Context: an optimization exercise on an open-source flow, tuned for a short achievable clock period and few clock cycles. The choices shown serve that exercise and are no tape-out recipe.
Function was checked by simulation only, so behaviour that the tests miss may differ from the original.

==> flow/design.v, too long to show whole: its modules and the start of the top module <==
// module SimpleCPU: 227 lines
// module SimpleCPU_ksadd: 27 lines
// module SimpleCPU_inc: 14 lines
// module SimpleCPU_mulcsa: 1926 lines
module SimpleCPU(clk, rst, data_fromRAM, wrEn, addr_toRAM, data_toRAM);
  // ...
==> flow/run.sh <==
#!/bin/bash
# synth_recipe.tcl (not shown) runs the flow's synth.tcl, then flattens the netlist and writes it again
# the make line also repeats each setting of config.mk as NAME=value (left out here)
make -C /OpenROAD-flow-scripts/flow DESIGN_CONFIG=/design/flow/config.mk WORK_HOME=/design/flow/orfs CLKGATE_MAP_FILE= SYNTH_SCRIPT=/design/flow/synth_recipe.tcl finish
==> flow/config.mk <==
export PLATFORM = sky130hd
export DESIGN_NAME = SimpleCPU
export DESIGN_NICKNAME = SimpleCPU
export VERILOG_FILES = /design/flow/design.v
export SDC_FILE = /design/flow/constraint.sdc
export NUM_CORES = 4
export LEC_CHECK = 0
export ABC_CLOCK_PERIOD_IN_PS = 4000
export CAP_MARGIN = 20
export CORE_MARGIN = 2
export CORE_UTILIZATION = 40
export SETUP_SLACK_MARGIN = 5
export SLEW_MARGIN = 20
export TNS_END_PERCENT = 100
==> flow/constraint.sdc <==
create_clock -name core_clock -period 10.0 [get_ports {clk}]
set_input_delay 2.0000 -clock core_clock [delete_from_list [all_inputs] [get_ports {clk}]]
set_output_delay 2.0000 -clock core_clock [all_outputs]
set_load 0.01 [all_outputs]
==> results.py, run 1 <==
metrics = {
    "outcome": {
        "status": "no timing/DRC/antenna violations",
    },
    "synthesis": {
        "ys_ff_latch": 206,
        "synthAdderAreaFrac_pct": 29.6,
        "synth_top_area_share_pct": 24.5,
        "synth_area_per_cell_um2": 8.49,
        "synth-seq-area-share_pct": 16.2,
        "synth_top_cells_by_area": "fa_1 24%, edfxtp_1 12%, mux2i_1 8.1%, nand2_1 5.8%, and2_1 5.3%",
        "yosysMostFrequentCell": "nand2_1",
    },
    "finish": {
        "multi_input_area_share_pct": 66.5,
        "num-multi-input-gates": 3018,
        "n_antenna_cell": 3,
        "seq_share_pct": 13.8,
        "buffer_area_share_pct": 9.32,
        "seq_area_um2": 5480,
        "instances_no_fill": 5220,
        "nClkBuffers": 38,
        "nets": 4647,
    },
    "drt": {
        "drt-wirelength-per-cell_um": 30.2,
        "drt_iter0_markers": 4568,
        "ant_nets": 0,
    },
    "setup_path": {
        "reg2regPathDepth": 16,
        "cp_num_buf_inv": 4,
    },
    "floorplanning": {
        "nWellTaps": 1134,
        "die_h_um": 295,
    },
    "global_routing": {
        "antenna_found_initial": 11,
        "grt_pass1_vias": 31400,
        "grt-ovfl-total": 0,
    },
    "timing": {
        "rsz0062_at_grt": "true",
        "tns_ns": 0,
        "hold_viol": 0,
        "post-route-min-period_ns": 5.60,
    },
    "cts": {
        "postCtsHoldBufs": 0,
        "cts_resized": 279,
        "cts_setup_buffers": 98,
    },
    "placement": {
        "dpl_cell_area_um2": 36000,
    },
}
Testbench counts, summed over its fixed seeds: cycles 158,490.
==> module SimpleCPU, before the edit <==
module SimpleCPU(clk, rst, data_fromRAM, wrEn, addr_toRAM, data_toRAM);
parameter SIZE = 10;
localparam ADD  = 3'd0;
localparam NAND = 3'd1;
localparam SRL  = 3'd2;
localparam LT   = 3'd3;
localparam CP   = 3'd4;
localparam CPI  = 3'd5;
localparam BZJ  = 3'd6;
localparam MUL  = 3'd7;
localparam S_FETCH = 4'd0;   
localparam S_DEC   = 4'd1;   
localparam S_RDA   = 4'd2;   
localparam S_RDB   = 4'd3;   
localparam S_CPI1  = 4'd4;   
localparam S_CPI2  = 4'd5;   
localparam S_BZ1   = 4'd6;   
localparam S_BZ2   = 4'd7;   
localparam S_MUL1  = 4'd8;
localparam S_MUL2  = 4'd9;
localparam S_WR    = 4'd10;  
input clk, rst;
input wire [31:0] data_fromRAM;
output reg wrEn;
output reg [SIZE-1:0] addr_toRAM;
output reg [31:0] data_toRAM;
reg [3:0]  state, stateNext;
reg [SIZE-1:0] PC, PCNext;
reg [31:0] IW, IWNext;
reg        iwLive, iwLiveNext;    
reg [31:0] R1, R1Next;
reg [31:0] R2, R2Next;
reg [31:0] Res, ResNext;
reg [SIZE-1:0] WA, WANext;        
reg        Z, ZNext;
wire [31:0] iwc = iwLive ? data_fromRAM : IW;
wire [2:0]  opc = iwc[31:29];
wire        imc = iwc[28];
wire [2:0]  op  = IW[31:29];
wire        im  = IW[28];
wire [SIZE-1:0] fA = IW[SIZE+13:14];
wire [SIZE-1:0] fB = IW[SIZE-1:0];
wire [31:0] immB = {18'd0, IW[13:0]};
wire [SIZE-1:0] PC1;
SimpleCPU_inc #(SIZE) pcinc (.a(PC), .s(PC1));
wire [31:0] aluA = (state == S_RDA) ? data_fromRAM : R1;
wire [31:0] aluB = (state == S_RDA) ? immB : data_fromRAM;
wire [31:0] sum, dif_unused;
wire        sumC, geC;
SimpleCPU_ksadd #(32, 5) add_ (.a(aluA), .b(aluB), .cin(1'b0), .s(sum), .cout(sumC));
SimpleCPU_ksadd #(32, 5) cmp_ (.a(aluA), .b(~aluB), .cin(1'b1), .s(dif_unused), .cout(geC));
reg [31:0] aluOut;
always @(*) begin
	case (op)
		ADD:  aluOut = sum;
		NAND: aluOut = ~(aluA & aluB);
		SRL:  aluOut = (~|aluB[31:5]) ? (aluA >> aluB[4:0]) :
		               ((~|aluB[31:6]) ? (aluA << aluB[4:0]) : 32'd0);
		LT:   aluOut = {31'd0, ~geC};
		default: aluOut = aluB;
	endcase
end
wire [31:0] csaS, csaC, prod;
wire        prodC;
reg  [31:0] MS, MC;
SimpleCPU_mulcsa mulcsa (.a(R1), .b(R2), .s(csaS), .c(csaC));
SimpleCPU_ksadd #(32, 5) mula_ (.a(MS), .b(MC), .cin(1'b0), .s(prod), .cout(prodC));
always @(posedge clk) begin
	MS <= csaS;
	MC <= csaC;
end
always @(posedge clk) begin
	state  <= stateNext;
	PC     <= PCNext;
	IW     <= IWNext;
	iwLive <= iwLiveNext;
	R1     <= R1Next;
	R2     <= R2Next;
	Res    <= ResNext;
	WA     <= WANext;
	Z      <= ZNext;
end
always @(*) begin
	stateNext  = state;
	PCNext     = PC;
	IWNext     = IW;
	iwLiveNext = 1'b0;
	R1Next     = R1;
	R2Next     = R2;
	ResNext    = Res;
	WANext     = WA;
	ZNext      = Z;
	wrEn       = 1'b0;
	addr_toRAM = PC;
	data_toRAM = Res;
	if (rst) begin
		addr_toRAM = 0;
		PCNext     = 0;
		stateNext  = S_DEC;
		iwLiveNext = 1'b1;
	end else begin
		case (state)
			S_FETCH: begin
				addr_toRAM = PC;
				iwLiveNext = 1'b1;
				stateNext  = S_DEC;
			end
			S_DEC: begin
				IWNext = iwc;
				WANext = iwc[SIZE+13:14];
				R2Next = {18'd0, iwc[13:0]};
				case (opc)
					CP: begin
						if (imc) begin
							ResNext    = {18'd0, iwc[13:0]};
							addr_toRAM = PC1;
							stateNext  = S_WR;
						end else begin
							addr_toRAM = iwc[SIZE-1:0];
							stateNext  = S_RDB;
						end
					end
					CPI: begin
						if (imc) begin
							addr_toRAM = iwc[SIZE+13:14];
							stateNext  = S_RDA;
						end else begin
							addr_toRAM = iwc[SIZE-1:0];
							stateNext  = S_CPI1;
						end
					end
					BZJ: begin
						if (imc) begin
							addr_toRAM = iwc[SIZE+13:14];
							stateNext  = S_RDA;
						end else begin
							addr_toRAM = iwc[SIZE-1:0];
							stateNext  = S_BZ1;
						end
					end
					default: begin
						addr_toRAM = iwc[SIZE+13:14];
						stateNext  = S_RDA;
					end
				endcase
			end
			S_RDA: begin
				R1Next = data_fromRAM;
				case (op)
					CPI: begin        
						WANext     = data_fromRAM[SIZE-1:0];
						addr_toRAM = fB;
						stateNext  = S_RDB;
					end
					BZJ: begin        
						PCNext    = data_fromRAM[SIZE-1:0] + fB;
						stateNext = S_FETCH;
					end
					MUL: begin
						if (im) stateNext = S_MUL1;
						else begin
							addr_toRAM = fB;
							stateNext  = S_RDB;
						end
					end
					default: begin
						if (im) begin
							ResNext    = aluOut;
							addr_toRAM = PC1;
							stateNext  = S_WR;
						end else begin
							addr_toRAM = fB;
							stateNext  = S_RDB;
						end
					end
				endcase
			end
			S_RDB: begin
				R2Next = data_fromRAM;
				if (op == MUL) stateNext = S_MUL1;
				else begin
					ResNext    = aluOut;
					addr_toRAM = PC1;
					stateNext  = S_WR;
				end
			end
			S_CPI1: begin
				addr_toRAM = data_fromRAM[SIZE-1:0];
				stateNext  = S_CPI2;
			end
			S_CPI2: begin
				ResNext    = data_fromRAM;
				addr_toRAM = PC1;
				stateNext  = S_WR;
			end
			S_BZ1: begin
				ZNext      = (data_fromRAM == 32'd0);
				addr_toRAM = fA;
				stateNext  = S_BZ2;
			end
			S_BZ2: begin
				PCNext     = Z ? data_fromRAM[SIZE-1:0] : PC1;
				addr_toRAM = PCNext;
				iwLiveNext = 1'b1;
				stateNext  = S_DEC;
			end
			S_MUL1: begin
				stateNext = S_MUL2;
			end
			S_MUL2: begin
				ResNext    = prod;
				addr_toRAM = PC1;
				stateNext  = S_WR;
			end
			S_WR: begin
				wrEn       = 1'b1;
				addr_toRAM = WA;
				data_toRAM = Res;
				PCNext     = PC1;
				IWNext     = (WA == PC1) ? Res : data_fromRAM;
				stateNext  = S_DEC;
			end
			default: stateNext = S_FETCH;
		endcase
	end
end
endmodule
==> run 2, diff against run 1 <==
--- a/flow/design.v
+++ b/flow/design.v
@@ -22,7 +22,8 @@
 localparam S_WR    = 4'd10;  
+localparam S_CPF   = 4'd12;  
 input clk, rst;
 input wire [31:0] data_fromRAM;
-output reg wrEn;
-output reg [SIZE-1:0] addr_toRAM;
-output reg [31:0] data_toRAM;
+output wire wrEn;
+output wire [SIZE-1:0] addr_toRAM;
+output wire [31:0] data_toRAM;
 reg [3:0]  state, stateNext;
@@ -36,2 +37,4 @@
 reg        Z, ZNext;
+reg [SIZE-1:0] aOld;
+wire [3:0] st = state;
 wire [31:0] iwc = iwLive ? data_fromRAM : IW;
@@ -83,2 +86,27 @@
 end
+wire dSelB = !data_fromRAM[28] && data_fromRAM[31] && !(data_fromRAM[30] && data_fromRAM[29]);
+wire [SIZE-1:0] dfrAddr = (st == S_DEC && !dSelB) ? data_fromRAM[SIZE+13:14] : data_fromRAM[SIZE-1:0];
+wire liveSel = (st == S_DEC && iwLive) || (st == S_CPI1) || (st == S_BZ2 && Z);
+reg [SIZE-1:0] regAddr;
+always @(*) begin
+	regAddr = PC;
+	case (st)
+		S_DEC: begin
+			if (op == CP && im) regAddr = PC1;
+			else if (!im && (op == CP || op == CPI || op == BZJ)) regAddr = fB;
+			else regAddr = fA;
+		end
+		S_RDA: begin
+			if (op == CPI || (!im && op != BZJ)) regAddr = fB;
+			else regAddr = PC1;
+		end
+		S_RDB, S_CPI2, S_BZ2, S_MUL2, S_CPF: regAddr = PC1;
+		S_BZ1: regAddr = fA;
+		S_WR:  regAddr = WA;
+		default: regAddr = PC;
+	endcase
+end
+assign addr_toRAM = liveSel ? dfrAddr : regAddr;
+assign wrEn       = (state == S_WR) & ~rst;
+assign data_toRAM = Res;
 always @(*) begin
@@ -93,14 +121,10 @@
 	ZNext      = Z;
-	wrEn       = 1'b0;
-	addr_toRAM = PC;
-	data_toRAM = Res;
+	aOld = PC;
 	if (rst) begin
-		addr_toRAM = 0;
 		PCNext     = 0;
-		stateNext  = S_DEC;
-		iwLiveNext = 1'b1;
+		stateNext  = S_FETCH;
 	end else begin
-		case (state)
+		case (st)
 			S_FETCH: begin
-				addr_toRAM = PC;
+				aOld = PC;
 				iwLiveNext = 1'b1;
@@ -116,6 +140,6 @@
 							ResNext    = {18'd0, iwc[13:0]};
-							addr_toRAM = PC1;
-							stateNext  = S_WR;
+							aOld = PC1;
+							stateNext  = iwLive ? S_CPF : S_WR;
 						end else begin
-							addr_toRAM = iwc[SIZE-1:0];
+							aOld = iwc[SIZE-1:0];
 							stateNext  = S_RDB;
@@ -125,6 +149,6 @@
 						if (imc) begin
-							addr_toRAM = iwc[SIZE+13:14];
+							aOld = iwc[SIZE+13:14];
 							stateNext  = S_RDA;
 						end else begin
-							addr_toRAM = iwc[SIZE-1:0];
+							aOld = iwc[SIZE-1:0];
 							stateNext  = S_CPI1;
@@ -134,6 +158,6 @@
 						if (imc) begin
-							addr_toRAM = iwc[SIZE+13:14];
+							aOld = iwc[SIZE+13:14];
 							stateNext  = S_RDA;
 						end else begin
-							addr_toRAM = iwc[SIZE-1:0];
+							aOld = iwc[SIZE-1:0];
 							stateNext  = S_BZ1;
@@ -142,3 +166,3 @@
 					default: begin
-						addr_toRAM = iwc[SIZE+13:14];
+						aOld = iwc[SIZE+13:14];
 						stateNext  = S_RDA;
@@ -152,3 +176,3 @@
 						WANext     = data_fromRAM[SIZE-1:0];
-						addr_toRAM = fB;
+						aOld = fB;
 						stateNext  = S_RDB;
@@ -162,3 +186,3 @@
 						else begin
-							addr_toRAM = fB;
+							aOld = fB;
 							stateNext  = S_RDB;
@@ -169,6 +193,6 @@
 							ResNext    = aluOut;
-							addr_toRAM = PC1;
+							aOld = PC1;
 							stateNext  = S_WR;
 						end else begin
-							addr_toRAM = fB;
+							aOld = fB;
 							stateNext  = S_RDB;
@@ -183,3 +207,3 @@
 					ResNext    = aluOut;
-					addr_toRAM = PC1;
+					aOld = PC1;
 					stateNext  = S_WR;
@@ -188,3 +212,3 @@
 			S_CPI1: begin
-				addr_toRAM = data_fromRAM[SIZE-1:0];
+				aOld = data_fromRAM[SIZE-1:0];
 				stateNext  = S_CPI2;
@@ -193,3 +217,3 @@
 				ResNext    = data_fromRAM;
-				addr_toRAM = PC1;
+				aOld = PC1;
 				stateNext  = S_WR;
@@ -198,3 +222,3 @@
 				ZNext      = (data_fromRAM == 32'd0);
-				addr_toRAM = fA;
+				aOld = fA;
 				stateNext  = S_BZ2;
@@ -203,3 +227,3 @@
 				PCNext     = Z ? data_fromRAM[SIZE-1:0] : PC1;
-				addr_toRAM = PCNext;
+				aOld = PCNext;
 				iwLiveNext = 1'b1;
@@ -212,10 +236,11 @@
 				ResNext    = prod;
-				addr_toRAM = PC1;
+				aOld = PC1;
 				stateNext  = S_WR;
 			end
+			S_CPF: begin
+				stateNext = S_WR;
+			end
 			S_WR: begin
-				wrEn       = 1'b1;
-				addr_toRAM = WA;
-				data_toRAM = Res;
-				PCNext     = PC1;
+				aOld = WA;
+							PCNext     = PC1;
 				IWNext     = (WA == PC1) ? Res : data_fromRAM;
==> run 2 against run 1 <==
- worst hold slack lost 0.026 ns
- via count rose by 1.1%
- critical path type unchanged
- register-to-register slack got worse by 0.07 ns
- critical path depth fell by 2
- clock skew up 0.0041 ns
- first-iteration DRC count decreased by 9.7%
==> results.py, run 2 <==
metrics = {
    "outcome": {
        "status": "no timing/DRC/antenna violations",
    },
    "synthesis": {
        "async_reset_ff_share_pct": 0,
        "synth_top_cells_by_area": "fa_1 24%, edfxtp_1 12%, mux2i_1 6.8%, nand2_1 6.5%, and2_1 5.5%",
        "synth_edf_count": 135,
        "synth_commonest_cells": "584 x nand2_1, 442 x inv_1, 414 x fa_1",
        "syn_area_um2": 33900,
        "ys.flop_type": "edfxtp_1",
        "synth-seq-area-share_pct": 16.2,
        "syn_nets": 4578,
        "synth_top_area_share_pct": 24.5,
        "ys_ff_latch": 206,
        "synth_area_per_cell_um2": 8.49,
        "yosys_warnings": 2,
        "ys_types": 86,
        "netlist_instances": 3992,
        "yosysMostFrequentCell": "nand2_1",
        "yosysTopAreaCell": "fa_1",
    },
    "finish": {
        "finish.utilization_pct": 47.6,
        "final_common_cell": "nand2_1",
        "area_delta_synth_final_pct": 17.8,
        "layout_common_cells": "552 x nand2_1, 433 x inv_1, 407 x fa_1, 283 x and2_1, 223 x buf_4",
        "instances_no_fill": 5246,
        "nets": 4675,
        "num-fill-cells": 8223,
        "drive_gt1_share_pct": 16.2,
    },
    "drt": {
        "dr.pass1.iters": 8,
        "drt_iter0_markers": 4123,
        "drt-wirelength-per-cell_um": 30.2,
        "drc": 0,
        "post_drt_via_cell_ratio": 6.19,
        "ant_nets": 0,
        "drt-total-wl_um": 159000,
        "num_vias": 32500,
    },
    "timing": {
        "skew_ns": 0.0362,
        "post-route-min-period_ns": 5.35,
        "fmax_ghz": 0.187,
        "setup_viol": 0,
        "finalWorstSetupSlack_ns": 4.65,
        "worstMarginPinSlew_ns": 1.06,
        "hold_viol": 0,
        "whs_ns": 0.547,
        "min_period_over_period_pct": 53.5,
        "rsz0062_at_grt": "true",
        "drv_slew": 0,
        "tns_ns": 0,
        "slew_headroom_pct": 28.3,
    },
    "placement": {
        "dp_cells": 5002,
        "hpwl_um": 108000,
        "io_buffers": 76,
        "gp_congestion": 1.04,
        "place_ws_ns": 3.01,
    },
    "floorplanning": {
        "core_um2": 83800,
        "die_x_um": 295,
        "die_h_um": 295,
        "start_util_pct": 40.4,
        "ios": 77,
        "rows": 106,
        "die_area_um2": 87100,
    },
    "global_routing": {
        "track_usage_pct": 35.4,
        "use_met1_pct": 45.7,
        "grt_max_degree": 61,
        "gr-max-usage-layer": "met2",
        "gr-usage-met3_pct": 7.90,
        "grt_pass1_wl_um": 224000,
        "grtUsageMet2_pct": 53.4,
        "grt_pass1_vias": 32300,
        "antenna_found_initial": 4,
        "grt-ovfl-total": 0,
    },
    "setup_path": {
        "required_ns": 8.00,
        "critical_path.top_delay_family": "buffers and inverters",
        "r2r-start": "R1[23]",
        "path_cells": "buf_4 > nand2_2 > a21oi_4 > buf_12 > mux2_2 > nand2_1 > o21ai_0 > buf_2",
        "startpoint_type": "input pin",
        "cp_slowest_cell": "mux2_2",
        "cp_num_buf_inv": 3,
        "end_kind": "output pin",
        "critPathKind": "in2out",
        "worstPathArrival_ns": 3.35,
        "path_max_fanout": 11,
        "startpoint": "data_fromRAM[30]",
        "slowest_delay_ns": 0.32,
    },
    "cts": {
        "clock_sinks": 206,
        "cts_tree": "yes",
        "cts_buffers": 27,
        "cts.reportedPaths.clkPinSlew_ns": 0.07,
        "clock_path_buffers": 3,
        "clock_latency_ns": 0.59,
        "h-tree-depth": 1,
        "clockRootBuffer": "clkbuf_16",
    },
    "run": {
        "maxCapViolations": 0,
    },
    "min_path": {
        "hp-class": "reg2reg",
        "hp-start": "PC[1]",
    },
}
-- run 2: cell count changes after synthesis, sizes merged, moves of 10 or more --
cell and delta:
or3 +27, a31oi -14, inv -17, a311oi +11, nand3 +36, and3 -13, o22ai -26, nor3 -10
nor2 -38, nand2 +62, mux2i -45, o221a +24
-- run 2: through the flow --
step           instance area (um^2)
5_1_grt                       39900
3_3_place_gp                  36000
4_1_cts                       38700
3_5_place_dp                  36000
6_report                      39900
2_1_floorplan                 34300
-- run 2: timing repair --
action / 4_1_cts / 5_1_grt
pin swaps: 28 / 47
resized for setup: 254 / 138
endpoints found under the setup margin: 58 / 34
setup buffers: 103 / 68
hold buffers: 0 / 0
cloned: 14 / 7
-- run 2: kinds of logic after synthesis --
group / after synthesis / synth area share [%]
simple gates: 1353 / 19.0
buf+inv: 766 / 8.78
compound gates: 682 / 13.5
fa+ha+maj: 552 / 29.6
mux: 298 / 9.42
flops: 206 / 16.2
xor+xnor: 135 / 3.49
-- run 2: layout make-up --
class | instances | area (um^2) | share of cell area, %
multi-input cells | 3022 | 26500 | 66.4
well taps | 1134 | 1420 | 3.56
flip-flops and latches | 206 | 5480 | 13.7
clock buffers | 35 | 768 | 1.92
clock inverters | 14 | 97.6 | 0.245
repair inverters | 1 | 5.00 | 0.0125
inverters | 447 | 1710 | 4.27
repair buffers | 384 | 3930 | 9.86
diodes | 3 | 7.51 | 0.0188
-- run 2: path summary, 6_finish.rpt --
kind,endpoint,slack (ns),depth (start not counted)
setup / recovery,addr_toRAM[9],4.65,8
hold / removal,PC[1],0.55,2
setup reg to reg,MC[31],4.96,15
hold reg to reg,PC[1],0.55,2
-- run 2: metal layers --
metal | vias to the layer above | wire length [um]
li1 | 13500 | -
met1 | 16200 | 58800
met2 | 2200 | 67400
met3 | 571 | 18400
met4 | 2 | 13900
met5 | - | 12
-- run 2: worst register-to-register path: stages, from the launching register on --
cell	delay, ns
edfxtp_1	0.58
and2_1	0.27
fa_1	0.51
inv_1	0.06
fa_1	0.46
fa_1	0.51
fa_2	0.37
fa_1	0.50
fa_2	0.42
xnor2_2	0.15
xnor2_1	0.14
xnor2_1	0.23
xnor2_1	0.17
xnor2_1	0.13
xnor2_1	0.30
xnor2_1	0.11
Testbench counts of run 2, summed over its fixed seeds: cycles 159,730.
==> run 3, diff against run 2 <==
--- a/flow/design.v
+++ b/flow/design.v
@@ -86,4 +86,3 @@
 end
-wire dSelB = !data_fromRAM[28] && data_fromRAM[31] && !(data_fromRAM[30] && data_fromRAM[29]);
-wire [SIZE-1:0] dfrAddr = (st == S_DEC && !dSelB) ? data_fromRAM[SIZE+13:14] : data_fromRAM[SIZE-1:0];
+wire [SIZE-1:0] dfrAddr = (st == S_DEC) ? data_fromRAM[SIZE+13:14] : data_fromRAM[SIZE-1:0];
 wire liveSel = (st == S_DEC && iwLive) || (st == S_CPI1) || (st == S_BZ2 && Z);
@@ -136,2 +135,5 @@
 				R2Next = {18'd0, iwc[13:0]};
+				if (iwLive && (opc == CP || (!imc && (opc == CPI || opc == BZJ)))) begin
+					stateNext = S_DEC;
+				end else
 				case (opc)
@@ -141,3 +143,3 @@
 							aOld = PC1;
-							stateNext  = iwLive ? S_CPF : S_WR;
+							stateNext  = S_WR;
 						end else begin
==> run 3 against run 2 <==
- still clean on timing, DRC and antenna
- global-route usage up 0.80 points
- register-to-register slack is essentially flat
- via count increased by 0.34%
- clock-buffer cell count decreased by 3
- synthesized cell count up 0.50%
- sequential share of layout area grew 0.14 points
- critical endpoint is now MC[31]
- largest cell class unchanged
==> results.py, run 3 <==
metrics = {
    "outcome": {
        "status": "no timing/DRC/antenna violations",
    },
    "setup_path": {
        "end_kind": "flip-flop",
        "path_max_fanout": 2,
        "reg2regPathDepth": 16,
        "worstPathArrival_ns": 5.50,
        "required_ns": 10.48,
        "timing.rr.end": "MC[31]",
        "critPathKind": "reg2reg",
        "r2r_slack_ns": 4.97,
        "startpoint_type": "flip-flop",
        "r2r-start": "R1[17]",
    },
    "timing": {
        "drv_slew": 0,
        "slew_headroom_pct": 16.4,
        "tns_ns": 0,
        "worstMarginPinSlew_ns": 1.25,
        "whs_ns": 0.553,
        "skew_ns": 0.0707,
        "finalWorstSetupSlack_ns": 4.97,
        "post-route-min-period_ns": 5.03,
        "rsz0062_at_grt": "true",
        "hold_viol": 0,
        "setup_viol": 0,
        "min_period_over_period_pct": 50.3,
        "fmax_ghz": 0.199,
    },
    "floorplanning": {
        "core_um2": 83400,
        "die_h_um": 294,
        "ios": 77,
        "die_x_um": 294,
        "rows": 106,
        "die_area_um2": 86500,
        "start_util_pct": 40.3,
    },
    "min_path": {
        "worstHoldPathCells": 2,
        "hp-class": "reg2reg",
        "min_to": "PC[1]",
        "hp-start": "PC[1]",
    },
    "synthesis": {
        "yosysTopAreaCell": "fa_1",
        "synth_commonest_cells": "543 x nand2_1, 485 x inv_1, 414 x fa_1",
        "ys_types": 88,
        "ys.flop_type": "edfxtp_1",
        "ys_ff_latch": 206,
        "synth_top_area_share_pct": 24.6,
        "netlist_instances": 4012,
        "yosys_warnings": 2,
        "async_reset_ff_share_pct": 0,
        "synth-seq-area-share_pct": 16.3,
        "syn_area_um2": 33600,
        "synth_top_cells_by_area": "fa_1 25%, edfxtp_1 12%, mux2i_1 6.8%, nand2_1 6.1%, and2_1 5.5%",
        "syn_nets": 4598,
        "synth_area_per_cell_um2": 8.39,
        "synth_edf_count": 135,
        "yosysMostFrequentCell": "nand2_1",
    },
    "cts": {
        "cts_tree": "yes",
        "cts.reportedPaths.clkPinSlew_ns": 0.07,
        "cts_buffers": 28,
        "clock_path_buffers": 3,
        "clock_sinks": 206,
        "h-tree-depth": 1,
        "clock_latency_ns": 0.64,
        "clockRootBuffer": "clkbuf_16",
    },
    "run": {
        "maxCapViolations": 0,
    },
    "drt": {
        "num_vias": 32600,
        "ant_nets": 0,
        "dr.pass1.iters": 9,
        "drt-total-wl_um": 162000,
        "post_drt_via_cell_ratio": 6.23,
        "drc": 0,
        "drt_iter0_markers": 4306,
        "drt-wirelength-per-cell_um": 31.0,
    },
    "global_routing": {
        "track_usage_pct": 36.2,
        "gr-max-usage-layer": "met2",
        "grt-ovfl-total": 0,
        "gr-usage-met3_pct": 12.3,
        "grt_pass1_vias": 31300,
        "antenna_found_initial": 7,
        "grt_max_degree": 125,
        "grtUsageMet2_pct": 51.6,
        "use_met1_pct": 48.0,
        "grt_pass1_wl_um": 226000,
    },
    "placement": {
        "hpwl_um": 110000,
        "io_buffers": 76,
        "dpl_cell_area_um2": 35600,
        "gp_congestion": 1.04,
        "place_ws_ns": 3.33,
    },
    "finish": {
        "final_common_cell": "nand2_1",
        "nets": 4715,
        "drive_gt1_share_pct": 13.9,
        "area_delta_synth_final_pct": 17.8,
        "layout_common_cells": "538 x nand2_1, 472 x inv_1, 407 x fa_1, 288 x and2_1, 238 x buf_4",
        "fin_area_um2": 39600,
    },
}
==> run 3: final cells by class <==
| cell class | instances | area (um^2) |
|---|---|---|
| timing repair buffer | 393 | 3970 |
| clock inverter | 19 | 235 |
| inverter | 491 | 1910 |
| clock buffer | 32 | 726 |
| antenna | 5 | 12.5 |
| sequential | 206 | 5500 |
| multi-input combinational | 3009 | 25900 |
| tap | 1080 | 1350 |
| fill | 8083 | 43800 |
==> run 3: worst max path at each step <==
| stage | to | startpoint | slack [ns] | cells past startpoint |
|---|---|---|---|---|
| detailed placement | Res[29] | data_fromRAM[9] | 3.33 | 14 |
| global route | MC[31] | R1[9] | 4.88 | 16 |
| finish | MC[31] | R1[17] | 4.97 | 16 |
| global placement | Res[29] | data_fromRAM[9] | 3.42 | 14 |
| floorplan | Res[20] | data_fromRAM[0] | 4.98 | 17 |
| CTS | addr_toRAM[5] | data_fromRAM[19] | 4.85 | 5 |
==> run 3: cell families after synthesis <==
kind of cell | after synthesis | synth area share (%)
xor+xnor | 129 | 3.36
fa+ha+maj | 553 | 29.8
mux | 269 | 8.40
simple gates | 1289 | 18.3
compound gates | 767 | 14.8
flops | 206 | 16.3
buf+inv | 799 | 9.07
==> run 3: repair_timing <==
| item | 4_1_cts | 5_1_grt |
|---|---|---|
| setup endpoints to repair | 62 | 34 |
| gates resized for setup | 274 | 111 |
| buffers inserted | 112 | 79 |
| cloned | 7 | 12 |
| hold buffers | 0 | 0 |
| pin swaps | 21 | 43 |
==> run 3: metrics by stage <==
step | util [%] | cells
2_1_floorplan | - | 4012
3_3_place_gp | 42.7 | 4968
3_5_place_dp | 42.7 | 4969
4_1_cts | 45.9 | 5139
5_1_grt | 47.5 | 5231
6_report | 47.5 | 5235
==> run 3: worst max-delay path, cell delays in order (launching register included) <==
cell      delay [ns]
edfxtp_1        0.51
buf_6           0.18
and2_4          0.15
fa_1            0.49
inv_2           0.04
fa_1            0.49
fa_2            0.59
fa_2            0.46
fa_2            0.39
fa_2            0.40
xnor2_2         0.18
xnor2_1         0.15
xnor2_1         0.17
xnor2_1         0.16
xnor2_1         0.15
xnor2_1         0.16
xnor2_1         0.18
==> run 3: layer usage <==
metal  vias to the layer above  wire length [um]
met1                     16000             62300
met4                        10             11700
met5                         -               213
met3                       544             21900
li1                      13600                 -
met2                      2442             66000
Testbench counts of run 3, summed over its fixed seeds: cycles 160,989.

[what the ideal ports hide]
How much do the figures lean on ideal ports? The routed layouts below were timed once more, with nothing changed but the port constraints. Step 1: set_driving_cell puts a clkbuf_16 on clk and a buf_2 on each other input, an assumption about the parent block. Step 2 moves the port delays by t, midway between the first and last clock arrival at a register: inputs arrive t later, outputs are due t later. That takes back most of the time a late clock gives input paths. a / b / c = no drivers / after step 1 / after step 2; a / b = the first two.
run	t, ns	setup WS [ns]	worst slew at a driven data input, ns
run 1	0.656	4.404 / 4.367 / 4.367	0.17
run 2	0.655	4.652 / 4.616 / 4.403	0.08
run 3	0.672	4.972 / 4.953 / 4.349	0.05
After both steps setup and hold are still met in every run listed. For run 3, which loses most, drivers alone change the setup slack by -0.019 ns; drivers and shift together by -0.623 ns.
